This design comes from an exercise in tuning for small area on the open sky130 flow, not from production work. In this exercise RTL edits were held to simulation tests only and were not proved equivalent to the original. No activity file was given, so power comes from the tool's default toggle rates.

==> willow: inputs <==
## fpu
module fpu(
    input  logic [31:0] op_A_in,
    input  logic [31:0] op_B_in,
    input  logic clock100KHz,
    input  logic reset,
    output logic [31:0] data_out,
    output logic [3:0]  status_out
);
==> module fpu, before the edit <==
module fpu(
    input  logic [31:0] op_A_in,
    input  logic [31:0] op_B_in,
    input  logic clock100KHz,
    input  logic reset,
    output logic [31:0] data_out,
    output logic [3:0]  status_out
);
    function automatic logic [6:0] add6(input logic [5:0] a, input logic [5:0] b, input logic ci);
        logic [6:0] s;
        logic       c;
        c = ci;
        for (int n = 0; n < 6; n++) begin
            s[n] = a[n] ^ b[n] ^ c;
            c    = (a[n] & b[n]) | (c & (a[n] ^ b[n]));
        end
        s[6] = c;
        add6 = s;
    endfunction
    function automatic logic [4:0] inc26(input logic [4:0] a);
        inc26 = (a == 5'd25) ? 5'd0 : a + 5'd1;
    endfunction
    logic        sA, sB;
    logic [5:0]  eA, eB;
    logic [31:0] mA, mB;
    assign sA = op_A_in[31];
    assign eA = op_A_in[30:25];
    assign mA = {6'd0, eA != 6'd0, op_A_in[24:0]};
    assign sB = op_B_in[31];
    assign eB = op_B_in[30:25];
    assign mB = {6'd0, eB != 6'd0, op_B_in[24:0]};
    logic [6:0] x;
    logic       bt, big;
    logic [5:0] y;
    assign x   = add6(eB, ~eA, 1'b0);
    assign bt  = x[6];
    assign y   = bt ? x[5:0] : ~x[5:0];
    assign big = y[5] | (y[4] & y[3] & (y[2] | y[1] | (y[0] & bt)));
    logic bl;
    always_ff @(posedge clock100KHz)
        bl <= bt;
    logic [5:0] eL;
    assign eL = bl ? eB : eA;
    logic sub;
    assign sub = sA ^ sB;
    logic [4:0] i;
    always_ff @(posedge clock100KHz or negedge reset)
        if (!reset) i <= 5'd0;
        else        i <= inc26(i);
    logic first, last;
    assign first = (i == 5'd0);
    assign last  = (i == 5'd25);
    logic [4:0] j;
    logic       jw, wrap;
    always_ff @(posedge clock100KHz) begin
        if ((bt && i == 5'd24) || (!bt && last)) j <= big ? 5'd0 : y[4:0];
        else                                     j <= inc26(j);
        jw <= ~last & (jw | (j == 5'd25));
    end
    assign wrap = jw | big;
    logic [4:0] iA, iB;
    logic       bA, bB, lb, sb, sbit, stk;
    assign iA = bl ? j : i;
    assign iB = bl ? i : j;
    assign bA = mA[iA];
    assign bB = mB[iB];
    assign lb = bl ? bB : bA;
    assign sb = bl ? bA : bB;
    assign sbit = sb & ~wrap;
    assign stk  = sb & wrap;
    logic cy, cin, s, cyn, t26;
    assign cin = first ? 1'b0 : cy;
    assign s   = lb ^ sbit ^ cin;
    assign cyn = (cin & ((lb ^ sub) | sbit)) | ((lb ^ sub) & sbit);
    assign t26 = ~sub & cyn;
    always_ff @(posedge clock100KHz)
        cy <= cyn;
    logic seen, sn, tn;
    assign sn = first ? 1'b0 : seen;
    assign tn = s ^ sn;
    always_ff @(posedge clock100KHz)
        seen <= sn | s;
    logic [4:0] p;
    logic       nz, st, ng, spc;
    logic t;
    assign t = ng ? tn : s;
    logic [5:0] pm;
    logic [6:0] er7;
    logic       ovf, unf, kill;
    assign pm   = {1'b0, p} - 6'd25;
    assign er7  = add6(eL, pm, spc);
    assign ovf  = nz & ((eL == 6'd63) | (p == 5'd26 & eL == 6'd62));
    assign unf  = nz & pm[5] & ~er7[6];
    assign kill = ovf | unf;
    logic [4:0] pp_acc, pp_nxt, pn_acc, pn_nxt, p_new;
    logic       nz_acc, nz_nxt, st_acc, st_nxt, k0;
    assign pp_nxt = (s  | first) ? i : pp_acc;
    assign pn_nxt = (tn | first) ? i : pn_acc;
    assign p_new  = t26 ? 5'd26 : (sub & cyn) ? pn_nxt : pp_nxt;
    assign nz_nxt = (first ? 1'b0 : nz_acc) | s | (last & t26);
    assign st_nxt = (first ? 1'b0 : st_acc) | stk | (k0 & t);
    always_ff @(posedge clock100KHz) begin
        pp_acc <= pp_nxt;
        pn_acc <= pn_nxt;
        nz_acc <= nz_nxt;
        st_acc <= st_nxt;
    end
    always_ff @(posedge clock100KHz)
        if (last) begin
            ng <= sub & cyn;
            p  <= p_new;
            nz <= nz_nxt;
            st <= st_nxt;
        end
    logic [4:0] k;
    assign k0 = (k == 5'd0);
    always_ff @(posedge clock100KHz)
        if (last) k <= t26 ? 5'd25 : 5'd25 - p_new;
        else      k <= inc26(k);
    logic rc, ceff;
    assign ceff = first ? 1'b0 : rc;
    always_ff @(posedge clock100KHz)
        rc <= k0 ? t : (ceff & t);
    logic [24:1] f;
    logic        spc_now, pend;
    assign spc_now = ceff & ~t;
    always_ff @(posedge clock100KHz) begin
        for (int n = 1; n < 23; n++)
            if (k == n) f[n] <= (t ^ ceff) & ~kill;
        if (k == 5'd23) pend <= t ^ ceff;
        if (k == 5'd24) begin
            f[23] <= (pend | spc_now) & ~kill;
            f[24] <= t & ~ceff & ~kill;
            spc   <= spc_now;
        end
    end
    logic sr;
    assign sr = (ng ^ bl) ? sB : sA;
    assign data_out   = {sr & ~kill, (nz & ~kill) ? er7[5:0] : 6'd0, f, 1'b0};
    assign status_out = ovf ? 4'b0100 : unf ? 4'b1000 : st ? 4'b0010 : 4'b0001;
endmodule
==> flow/config.mk <==
export PLATFORM = sky130hd
export DESIGN_NAME = fpu
export DESIGN_NICKNAME = fpu
export VERILOG_FILES = /design/flow/design.v
export SDC_FILE = /design/flow/constraint.sdc
export NUM_CORES = 4
export LEC_CHECK = 0
export ABC_AREA = 1
export CAP_MARGIN = 20
export CORE_MARGIN = 2
export CORE_UTILIZATION = 40
export SLEW_MARGIN = 20
==> flow/constraint.sdc <==
create_clock -name core_clock -period 10.0 [get_ports {clock100KHz}]
set_input_delay 2.0000 -clock core_clock [delete_from_list [all_inputs] [get_ports {clock100KHz}]]
set_output_delay 2.0000 -clock core_clock [all_outputs]
set_load 0.01 [all_outputs]
standard.sh (not shown) runs the stock make flow with config.mk's settings and CLKGATE_MAP_FILE= SYNTH_SCRIPT=/design/flow/synth_recipe.tcl, a recipe that flattens the netlist after the stock synthesis.
==> flow/flow/run.sh <==
#!/bin/bash
set -euo pipefail
rm -rf scripts
cp -r "$FLOW_HOME/scripts" scripts
cp flow/abc_area.script scripts/abc_area.script
export SCRIPTS_DIR="$PWD/scripts"
export BUFFER_PORTS_ARGS="-buffer_cell sky130_fd_sc_hd__buf_1"
export CTS_ARGS="-sink_clustering_enable -repair_clock_nets -buf_list sky130_fd_sc_hd__clkbuf_4 -root_buf sky130_fd_sc_hd__clkbuf_4 -dont_use_dummy_load"
bash standard.sh > standard.log 2>&1
==> flow/flow/abc_area.script <==
strash; dc2; dch -f; amap -m; topo
==> zinc (differences from willow) <==
--- a/flow/design.v
+++ b/flow/design.v
@@ -19,5 +19,5 @@
     endfunction
     function automatic logic [4:0] inc26(input logic [4:0] a);
-        inc26 = (a == 5'd25) ? 5'd0 : a + 5'd1;
+        inc26 = (a[4] & a[3] & a[0]) ? 5'd0 : a + 5'd1;
     endfunction
     logic        sA, sB;
@@ -50,5 +50,5 @@
     logic first, last;
     assign first = (i == 5'd0);
-    assign last  = (i == 5'd25);
+    assign last  = i[4] & i[3] & i[0];    
     logic [4:0] j;
     logic       jw, wrap;
@@ -56,5 +56,5 @@
         if ((bt && i == 5'd24) || (!bt && last)) j <= big ? 5'd0 : y[4:0];
         else                                     j <= inc26(j);
-        jw <= ~last & (jw | (j == 5'd25));
+        jw <= ~last & (jw | (j[4] & j[3] & j[0]));
     end
     assign wrap = jw | big;
@@ -83,4 +83,5 @@
     logic [4:0] p;
     logic       nz, st, ng, spc;
+    assign nz = ~(p == 5'd31);           
     logic t;
     assign t = ng ? tn : s;
@@ -94,14 +95,12 @@
     assign kill = ovf | unf;
     logic [4:0] pp_acc, pp_nxt, pn_acc, pn_nxt, p_new;
-    logic       nz_acc, nz_nxt, st_acc, st_nxt, k0;
-    assign pp_nxt = (s  | first) ? i : pp_acc;
-    assign pn_nxt = (tn | first) ? i : pn_acc;
+    logic       st_acc, st_nxt, k0;
+    assign pp_nxt = s  ? i : first ? 5'd31 : pp_acc;
+    assign pn_nxt = tn ? i : first ? 5'd31 : pn_acc;
     assign p_new  = t26 ? 5'd26 : (sub & cyn) ? pn_nxt : pp_nxt;
-    assign nz_nxt = (first ? 1'b0 : nz_acc) | s | (last & t26);
     assign st_nxt = (first ? 1'b0 : st_acc) | stk | (k0 & t);
     always_ff @(posedge clock100KHz) begin
         pp_acc <= pp_nxt;
         pn_acc <= pn_nxt;
-        nz_acc <= nz_nxt;
         st_acc <= st_nxt;
     end
@@ -110,5 +109,4 @@
             ng <= sub & cyn;
             p  <= p_new;
-            nz <= nz_nxt;
             st <= st_nxt;
         end
@@ -116,5 +114,5 @@
     assign k0 = (k == 5'd0);
     always_ff @(posedge clock100KHz)
-        if (last) k <= t26 ? 5'd25 : 5'd25 - p_new;
+        if (last) k <= (p_new[4] & p_new[3] & p_new[1]) ? 5'd25 : 5'd25 - p_new;    
         else      k <= inc26(k);
     logic rc, ceff;
@@ -128,5 +126,5 @@
         for (int n = 1; n < 23; n++)
             if (k == n) f[n] <= (t ^ ceff) & ~kill;
-        if (k == 5'd23) pend <= t ^ ceff;
+        pend <= t ^ ceff;
         if (k == 5'd24) begin
             f[23] <= (pend | spc_now) & ~kill;
--- a/flow/config.mk
+++ b/flow/config.mk
@@ -9,4 +9,4 @@
 export CAP_MARGIN = 20
 export CORE_MARGIN = 2
-export CORE_UTILIZATION = 40
+export CORE_UTILIZATION = 60
 export SLEW_MARGIN = 20
==> comparison table <==
Run status: willow no timing/DRC/antenna violations; zinc no timing/DRC/antenna violations
Synth unique cells: willow 37; zinc 35
Multi-input combinational cell area: willow 1820 um2; zinc 1810 um2
Fraction of area in multi-input gates: willow 0.419; zinc 0.425
Pwr dens: willow 239 nW/um2; zinc 219 nW/um2
Min Hold Slack: willow 0.471 ns; zinc 0.498 ns
Register clock-pin slew on the reported worst setup and hold paths: willow 0.08 ns; zinc 0.10 ns
Endpoint of the worst setup timing path: willow data_out[31]; zinc data_out[27]
Routed metal-1 wirelength: willow 4280 um; zinc 4220 um
Tap cells: willow 111; zinc 75
Critical Path Slowest Stage Cell: willow sky130_fd_sc_hd__fa_1; zinc sky130_fd_sc_hd__or2_0
Final Util: willow 0.473; zinc 0.714
Combinational group power: willow 496 uW; zinc 423 uW
Leakage component of the power: willow 1.51 nW; zinc 1.45 nW
Transition at the pin with the smallest max-transition slack: willow 1.02 ns; zinc 1.02 ns
Number of sequential cells in the layout: willow 66; zinc 64

## what the ideal ports hide
In the flow no input, the clock included, has a driving cell. The finished layouts below were timed again as built, in two steps.
Step 1 sets driving cells, clkbuf_16 on the clock port and buf_2 on the other inputs (assumed; they add their load-dependent delay and slew).
Step 2, shift: input delay + t, output delay - t, t = (earliest + latest rising clock arrival at the registers) / 2. This alone moves slack from input paths to output paths.
Three values: ideal, step 1, step 2; two values: the first two.
run | t, ns | setup slack, ns | worst slew at a driven data input, ns | pins driven straight from the clock port
willow | 0.424 | 2.634 / 2.614 / 2.228 | 0.04 | 1
zinc | 0.406 | 2.162 / 2.141 / 1.901 | 0.03 | 1
After both steps every run listed still meets setup and hold. The setup slack of willow, which loses most, moves by -0.020 ns with the drivers and by -0.406 ns with both steps.
